What follows belongs to an exercise in optimizing a design on an open flow for small area and a short achievable clock period; a production flow would make more cautious choices.
RTL that was checked went through simulation tests only; none was proved equivalent to the original.
No activity file was given, so power comes from the tool's default toggle rates.

## OV7670
module OV7670(
	input Reset,
	output reg [11:0]  PixelData,
	output [14:0] PAddress,
	output reg WPixel,
	input Pclock,
	input Href,
	input Vsync,
	input [7:0] Data,
	output reg [1:0] Promedio,
	output reg [1:0] Forma
);
Size: ~190 flip-flops, roughly 10000 µm² of cells after synthesis.
clock: 8.0 ns
lec_check: 0
cap_margin: 10
core_margin: 2
core_utilization: 50
cts_buf_list: sky130_fd_sc_hd__clkbuf_4 sky130_fd_sc_hd__clkbuf_8
place_density: 0.65
setup_slack_margin: 5
slew_margin: 10
standard.sh (not shown) runs the stock make flow with config.mk's settings and CLKGATE_MAP_FILE= SYNTH_SCRIPT=/design/flow/synth_recipe.tcl, a recipe that flattens the netlist after the stock synthesis.
==> flow/flow/run.sh <==
#!/bin/bash
# The standard layout, with plain buffers (instead of the default delay
# buffer) on the input and output ports.
set -euo pipefail
bash standard.sh 'BUFFER_PORTS_ARGS=-buffer_cell sky130_fd_sc_hd__buf_2' finish > standard.log 2>&1
Change:
- CORE_UTILIZATION: 50 -> 40
- PLACE_DENSITY: 0.65 -> default
What happened: The new run finished clean; critical path depth fell by 1; routed wire length rose by 3.8%; count of clock-buffer cells in the layout rose by 5.
Change:
- CAP_MARGIN: 10 -> 0
- SLEW_MARGIN: 10 -> 0
Outcome: Register-to-register slack stays flat. Count of clock-buffer cells in the layout stays the same. Final cell count stays the same. Core utilization does not change. Routed wire length stays the same. Sequential share of layout area stays the same. Synthesized cell count is unchanged. Worst setup slack is unchanged. Synthesized area stays the same.
Change:
- CAP_MARGIN: 0 -> 10
- GPL_ROUTABILITY_DRIVEN: default -> 0
- GPL_TIMING_DRIVEN: default -> 0
- SLEW_MARGIN: 0 -> 10
Result:
- final cell count increases by about 3.5%
- routed wire length rises by about 6%
- core utilization rose by 1.2 points
- count of clock-buffer cells in the layout went down by 4
- worst hold slack stays flat
- die area does not change
- clock power rises by 14%
- setup slack gains 0.0062 ns

---

Setup of the reference run:
Another version of the RTL of OV7670 (not shown whole).
Size in the first run: about 1300 cells after synthesis, roughly 180 flip-flops, ~44 I/O pins.
export LEC_CHECK = 0
export CAP_MARGIN = 20
export CORE_MARGIN = 2
export CORE_UTILIZATION = 40
export SETUP_SLACK_MARGIN = 5
export SLEW_MARGIN = 20
create_clock -name core_clock -period 8.0 [get_ports {Pclock}]
Scripts as last shown in full above: flow/flow/run.sh
The inputs of the trial run differ from those of the reference run as listed below.
==> flow/flow/run.sh <==
#!/bin/bash
# The standard layout, with plain buffers (instead of the default delay
# buffer) on the input and output ports, and timing repair aimed at a
# setup slack of 5.5 ns.
set -euo pipefail
bash standard.sh 'BUFFER_PORTS_ARGS=-buffer_cell sky130_fd_sc_hd__buf_2' SETUP_SLACK_MARGIN=5.5 finish > standard.log 2>&1
[summary]
On clock skew, the reference run and the trial run are basically level.
The power density over the cells of the trial run is lower than that of the reference run.
On achievable frequency: between the reference run and the trial run, it ends up higher for the trial run.
Total power in the trial run vs the reference run: up 74 uW
Function was not checked in any run of this note: the RTL went through the layout flow alone.

---

== the previous run ==
OV7670, a different RTL version from the one above (not shown whole).
For scale: roughly 1300 cells after synthesis, about 44 I/O pins, ~11000 um2 of cells after synthesis.
==> flow/config.mk <==
export PLATFORM = sky130hd
export DESIGN_NAME = OV7670
export DESIGN_NICKNAME = OV7670
export VERILOG_FILES = /design/flow/design.v
export SDC_FILE = /design/flow/constraint.sdc
export NUM_CORES = 4
export LEC_CHECK = 0
export CAP_MARGIN = 20
export CORE_MARGIN = 2
export CORE_UTILIZATION = 40
export SETUP_SLACK_MARGIN = 5
export SLEW_MARGIN = 20
==> flow/constraint.sdc <==
create_clock -name core_clock -period 8.0 [get_ports {Pclock}]
set_input_delay 1.6000 -clock core_clock [delete_from_list [all_inputs] [get_ports {Pclock}]]
set_output_delay 1.6000 -clock core_clock [all_outputs]
set_load 0.01 [all_outputs]
==> flow/flow/run.sh <==
#!/bin/bash
# The standard layout, with plain buffers (instead of the default delay
# buffer) on the input and output ports.
set -euo pipefail
bash standard.sh 'BUFFER_PORTS_ARGS=-buffer_cell sky130_fd_sc_hd__buf_2' finish > standard.log 2>&1
The previous run closes out successfully: all stages finished, all timing, DRC and antenna checks passed.
Changes in the current run relative to the previous run:
==> flow/flow/run.sh <==
#!/bin/bash
# The standard layout, with plain buffers (instead of the default delay
# buffer) on the input and output ports, and timing repair aimed at a
# setup slack of 5.5 ns.
set -euo pipefail
bash standard.sh 'BUFFER_PORTS_ARGS=-buffer_cell sky130_fd_sc_hd__buf_2' SETUP_SLACK_MARGIN=5.5 finish > standard.log 2>&1
### Flow results
Relative to the previous run, clock-buffer cell count has decreased by about 13% in the current run. In the current run relative to the previous run, power density of the placed cells had gone down by more than 10%. The current run vs. the previous run: met2 layer usage reported by global route went up by 3.2 points. Portion of total power attributed to the clock network: the current run vs the previous run down 3.3 points.
Function was not checked in any run of this note: the RTL went through the layout flow alone.

---

OV7670, a different RTL version from the one above (not shown whole).
For scale: roughly 1300 cells after synthesis, about 11000 um^2 of cells after synthesis.
export LEC_CHECK = 0
export CAP_MARGIN = 10
export CORE_MARGIN = 2
export CORE_UTILIZATION = 40
export CTS_BUF_LIST = sky130_fd_sc_hd__clkbuf_4 sky130_fd_sc_hd__clkbuf_8
export SETUP_SLACK_MARGIN = 5
export SLEW_MARGIN = 10
create_clock -name core_clock -period 8.0 [get_ports {Pclock}]
==> flow/flow/run.sh <==
#!/bin/bash
# The standard layout, with plain buffers (instead of the default delay
# buffer) on the input and output ports, and timing repair aimed at a
# setup slack of 5.2 ns.
set -euo pipefail
bash standard.sh 'BUFFER_PORTS_ARGS=-buffer_cell sky130_fd_sc_hd__buf_2' SETUP_SLACK_MARGIN=5.2 finish > standard.log 2>&1
Edit:
==> flow/flow/run.sh (replaced) <==
#!/bin/bash
# The standard layout, with plain buffers (instead of the default delay
# buffer) on the input and output ports.
set -euo pipefail
bash standard.sh 'BUFFER_PORTS_ARGS=-buffer_cell sky130_fd_sc_hd__buf_2' finish > standard.log 2>&1
After rerunning: Worst setup slack loses 0.24 ns. Global-route usage fell by 0.90 points. Die area does not change.
No run of this note included a check of the RTL's function; only the layout flow was run.

---

Setup of run A:
OV7670 with an RTL version that a note above also has.
For scale: roughly 1200 cells after synthesis, ~190 flip-flops, roughly 44 I/O pins, roughly 0.010 sq mm of cells after synthesis.
// OV7670
module OV7670(
	input Reset,
	output reg [11:0]  PixelData,
	output [14:0] PAddress,
	output reg WPixel,
	input Pclock,
	input Href,
	input Vsync,
	input [7:0] Data,
	output reg [1:0] Promedio,
	output reg [1:0] Forma
);
Settings: LEC_CHECK=0, CAP_MARGIN=10, CORE_MARGIN=2, CORE_UTILIZATION=40, CTS_BUF_LIST=sky130_fd_sc_hd__clkbuf_4 sky130_fd_sc_hd__clkbuf_8, SETUP_SLACK_MARGIN=5, SLEW_MARGIN=10, TNS_END_PERCENT=10; clock period 8.0 ns.
==> flow/flow/run.sh <==
#!/bin/bash
# The standard layout, with plain buffers (instead of the default delay
# buffer) on the input and output ports.
set -euo pipefail
bash standard.sh 'BUFFER_PORTS_ARGS=-buffer_cell sky130_fd_sc_hd__buf_2' finish > standard.log 2>&1
Both conditions hold for run A: the flow ran to the end and the final layout passed the timing, design-rule and antenna checks.
Changes in run B relative to run A:
- TNS_END_PERCENT removed (was 10)
==> flow/flow/run.sh <==
#!/bin/bash
# The standard layout, with plain buffers (instead of the default delay
# buffer) on the input and output ports.
set -euo pipefail
bash standard.sh 'BUFFER_PORTS_ARGS=-buffer_cell sky130_fd_sc_hd__buf_1' finish > standard.log 2>&1
==> comparison <==
- Comparing clock tree buffer count of the final layout for run B and run A, the smaller number came from run B.
- Run B vs run A: met1 track demand over resource in global routing down
- Layout overhead on the synthesized area was lower in the run labelled run A.
- Taking run A as 1.0, run B lands at 1.08 on maximum number of pins on one net before global-route repair.
- Routed wire length improves in run B relative to run A.
- On area taken by multi-input logic gates, run B and run A are neck and neck.
- NOTE: wire length on met2 in run B falls short of that of run A
diff inputs: run B => run C
- SETUP_SLACK_MARGIN: 5 -> unset
==> flow/flow/run.sh <==
#!/bin/bash
# The standard layout, with plain buffers (instead of the default delay
# buffer) on the input and output ports.
set -euo pipefail
bash standard.sh 'BUFFER_PORTS_ARGS=-buffer_cell sky130_fd_sc_hd__buf_2' finish > standard.log 2>&1
[summary]
Summary of the comparison: register-to-register slack is lower in run C, relative to run B.
Run C vs. run B: non-clock buffer count now sits lower; final-layout worst hold slack now smaller; number of nets at the end of the flow went down by about 1.1%; wire length of the first global-routing pass shows a reduction of about 1.2%.
Modified inputs, run D compared to run C
- CTS_BUF_LIST no longer set, was sky130_fd_sc_hd__clkbuf_4 sky130_fd_sc_hd__clkbuf_8
- SETUP_SLACK_MARGIN now 5, previously not set
- CAP_MARGIN now 20, was 10
- SLEW_MARGIN now 20, was 10
--- outcome ---
- Run D reports a higher global-route usage than run C does.
- [compare] base=run C new=run D: sequential cell count roughly the same, power density over the cells climbed 2.6%, measured slew at the worst slew-check pin shrank by 0.29 ns, total area of multi-input combinational cells shows an increase of about 2.7%.

---

OV7670 again, from the RTL that the note above started with.
==> flow/config.mk <==
export PLATFORM = sky130hd
export DESIGN_NAME = OV7670
export DESIGN_NICKNAME = OV7670
export VERILOG_FILES = /design/flow/design.v
export SDC_FILE = /design/flow/constraint.sdc
export NUM_CORES = 4
export LEC_CHECK = 0
export CAP_MARGIN = 10
export CORE_MARGIN = 2
export CORE_UTILIZATION = 40
export CTS_BUF_LIST = sky130_fd_sc_hd__clkbuf_8
export SETUP_SLACK_MARGIN = 5
export SLEW_MARGIN = 10
==> flow/constraint.sdc <==
create_clock -name core_clock -period 8.0 [get_ports {Pclock}]
set_input_delay 1.6000 -clock core_clock [delete_from_list [all_inputs] [get_ports {Pclock}]]
set_output_delay 1.6000 -clock core_clock [all_outputs]
set_load 0.01 [all_outputs]
==> flow/flow/run.sh <==
#!/bin/bash
# The standard layout, except that:
#  - the combinational logic of the standard synthesis is mapped again by ABC
#    with an area-recovering script (registers, their names and cell types
#    are untouched);
#  - the input and output ports get plain buffers instead of the default
#    delay buffer.
set -euo pipefail
W=$PWD
R=$W/orfs/results/sky130hd/OV7670/base
LIB=/OpenROAD-flow-scripts/flow/platforms/sky130hd/lib/sky130_fd_sc_hd__tt_025C_1v80.lib
YOSYS=/OpenROAD-flow-scripts/tools/install/yosys/bin/yosys
BP='BUFFER_PORTS_ARGS=-buffer_cell sky130_fd_sc_hd__buf_2'
bash standard.sh "$BP" $R/1_2_yosys.v > standard_synth.log 2>&1
cp $R/1_2_yosys.v $W/synth_standard.v
# combinational cells of the library as logic, for the re-mapping
$YOSYS -q -p "read_liberty -ignore_miss_func $LIB; delete *df* *dl* *sdf* *edf* *probe* *lpflow* *conb*; write_verilog -noattr $W/cells_comb.v" > cells_comb.log 2>&1
cat > $W/reabc.ys <<EOY
read_liberty -lib $LIB
read_verilog $W/synth_standard.v
hierarchy -top OV7670
techmap -map $W/cells_comb.v
techmap
opt -fast
opt_clean
abc -script $W/flow/reabc.script -liberty $LIB -D 3000 -dont_use sky130_fd_sc_hd__probe_p_8 -dont_use sky130_fd_sc_hd__probec_p_8 -dont_use sky130_fd_sc_hd__lpflow_bleeder_1 -dont_use sky130_fd_sc_hd__lpflow_clkbufkapwr_1 -dont_use sky130_fd_sc_hd__lpflow_clkbufkapwr_16 -dont_use sky130_fd_sc_hd__lpflow_clkbufkapwr_2 -dont_use sky130_fd_sc_hd__lpflow_clkbufkapwr_4 -dont_use sky130_fd_sc_hd__lpflow_clkbufkapwr_8 -dont_use sky130_fd_sc_hd__lpflow_clkinvkapwr_1 -dont_use sky130_fd_sc_hd__lpflow_clkinvkapwr_16 -dont_use sky130_fd_sc_hd__lpflow_clkinvkapwr_2 -dont_use sky130_fd_sc_hd__lpflow_clkinvkapwr_4 -dont_use sky130_fd_sc_hd__lpflow_clkinvkapwr_8 -dont_use sky130_fd_sc_hd__lpflow_decapkapwr_12 -dont_use sky130_fd_sc_hd__lpflow_decapkapwr_3 -dont_use sky130_fd_sc_hd__lpflow_decapkapwr_4 -dont_use sky130_fd_sc_hd__lpflow_decapkapwr_6 -dont_use sky130_fd_sc_hd__lpflow_decapkapwr_8 -dont_use sky130_fd_sc_hd__lpflow_inputiso0n_1 -dont_use sky130_fd_sc_hd__lpflow_inputiso0p_1 -dont_use sky130_fd_sc_hd__lpflow_inputiso1n_1 -dont_use sky130_fd_sc_hd__lpflow_inputiso1p_1 -dont_use sky130_fd_sc_hd__lpflow_inputisolatch_1 -dont_use sky130_fd_sc_hd__lpflow_isobufsrc_1 -dont_use sky130_fd_sc_hd__lpflow_isobufsrc_16 -dont_use sky130_fd_sc_hd__lpflow_isobufsrc_2 -dont_use sky130_fd_sc_hd__lpflow_isobufsrc_4 -dont_use sky130_fd_sc_hd__lpflow_isobufsrc_8 -dont_use sky130_fd_sc_hd__lpflow_isobufsrckapwr_16 -dont_use sky130_fd_sc_hd__lpflow_lsbuf_lh_hl_isowell_tap_1 -dont_use sky130_fd_sc_hd__lpflow_lsbuf_lh_hl_isowell_tap_2 -dont_use sky130_fd_sc_hd__lpflow_lsbuf_lh_hl_isowell_tap_4 -dont_use sky130_fd_sc_hd__lpflow_lsbuf_lh_isowell_4 -dont_use sky130_fd_sc_hd__lpflow_lsbuf_lh_isowell_tap_1 -dont_use sky130_fd_sc_hd__lpflow_lsbuf_lh_isowell_tap_2 -dont_use sky130_fd_sc_hd__lpflow_lsbuf_lh_isowell_tap_4 
opt_clean -purge
hilomap -singleton -hicell sky130_fd_sc_hd__conb_1 HI -locell sky130_fd_sc_hd__conb_1 LO
insbuf -buf sky130_fd_sc_hd__buf_4 A X
splitnets
opt_clean -purge
stat -liberty $LIB
check -assert -mapped
write_verilog -noattr -nohex -nodec $R/1_2_yosys.v
EOY
$YOSYS -s $W/reabc.ys > reabc.log 2>&1
bash standard.sh "$BP" finish > standard_finish.log 2>&1
Other scripts of this flow, unchanged in this note and not shown: flow/flow/reabc.script
Rerun with:
- CTS_BUF_LIST: sky130_fd_sc_hd__clkbuf_8 -> sky130_fd_sc_hd__clkbuf_4 sky130_fd_sc_hd__clkbuf_8
Clock skew stays the same.
Total power stays the same.
Via count does not change.
Sequential share of layout area does not change.
Routed wire length is unchanged.
Maximum frequency does not change.
Worst hold slack does not change.
Area after synthesis does not change.
Cell count is unchanged.

---

OV7670, a different RTL version from the one above (not shown whole).
Size: roughly 1200 cells after synthesis, roughly 190 flip-flops, ~44 I/O pins.
==> flow/config.mk <==
export PLATFORM = sky130hd
export DESIGN_NAME = OV7670
export DESIGN_NICKNAME = OV7670
export VERILOG_FILES = /design/flow/design.v
export SDC_FILE = /design/flow/constraint.sdc
export NUM_CORES = 4
export LEC_CHECK = 0
export CAP_MARGIN = 20
export CORE_MARGIN = 2
export CORE_UTILIZATION = 40
export SETUP_SLACK_MARGIN = 5
export SLEW_MARGIN = 20
==> flow/constraint.sdc <==
create_clock -name core_clock -period 8.0 [get_ports {Pclock}]
set_input_delay 1.6000 -clock core_clock [delete_from_list [all_inputs] [get_ports {Pclock}]]
set_output_delay 1.6000 -clock core_clock [all_outputs]
set_load 0.01 [all_outputs]
==> flow/flow/run.sh <==
#!/bin/bash
# The standard layout, with plain buffers (instead of the default delay
# buffer) on the input and output ports, and timing repair aimed at a
# setup slack of 5.5 ns.
set -euo pipefail
bash standard.sh 'BUFFER_PORTS_ARGS=-buffer_cell sky130_fd_sc_hd__buf_2' SETUP_SLACK_MARGIN=5.5 finish > standard.log 2>&1
Rerun with:
==> flow/flow/run.sh (replaced) <==
#!/bin/bash
# The standard layout, with plain buffers (instead of the default delay
# buffer) on the input and output ports.
set -euo pipefail
bash standard.sh 'BUFFER_PORTS_ARGS=-buffer_cell sky130_fd_sc_hd__buf_2' finish > standard.log 2>&1
Sequential power is about the same.
Total power went up slightly.
Sequential share of layout area went up by 4.8 points.
No run of this note included a check of the RTL's function; only the layout flow was run.

## static timing again, ports no longer ideal
In the flow no input, the clock included, has a driving cell. The finished layouts below were timed again as built, in two steps. Step 1: set_driving_cell puts a clkbuf_16 on Pclock and a buf_2 on each other input, an assumption about the parent block. Step 2 adds t to the input delays and takes it off the output delays; t is the mean of the earliest and latest rising clock arrival at the registers after step 1. Input paths then give back, and output paths get back, about the clock's delay inside the block. Slacks: no drivers / after step 1 / after step 2; pairs: no drivers / after step 1.
run	shift t [ns]	setup WS [ns]	worst setup path after step 2
the first run of note 1	0.513	5.067 / 5.081 / 4.568	input to register
the second run of note 1	0.509	5.076 / 5.089 / 4.580	input to register
the third run of note 1	0.509	5.076 / 5.089 / 4.580	input to register
the fourth run of note 1	0.518	5.082 / 5.104 / 4.586	input to register
the reference run	0.476	5.042 / 5.042 / 4.654	input to register
the trial run	0.479	5.077 / 5.077 / 4.845	input to register
the previous run	0.477	4.594 / 4.594 / 4.594	register to register
the current run	0.485	4.623 / 4.623 / 4.623	register to register
the first run of note 4	0.520	5.194 / 5.207 / 4.688	input to register
the second run of note 4	0.523	4.951 / 4.962 / 4.439	input to register
run A	0.522	4.966 / 4.976 / 4.455	input to register
run B	0.512	5.063 / 5.084 / 4.573	input to register
run C	0.506	4.196 / 4.204 / 3.699	input to register
run D	0.477	5.066 / 5.093 / 4.617	input to register
the first run of note 6	0.524	5.070 / 5.093 / 4.569	input to register
the second run of note 6	0.524	5.070 / 5.093 / 4.569	input to register
the first run of note 7	0.484	5.033 / 5.044 / 4.559	input to register
the second run of note 7	0.480	5.024 / 5.032 / 4.552	input to register
After both steps every run listed still meets setup and hold. For the second run of note 4, which loses most, drivers alone change the setup slack by +0.011 ns; drivers and shift together by -0.512 ns.
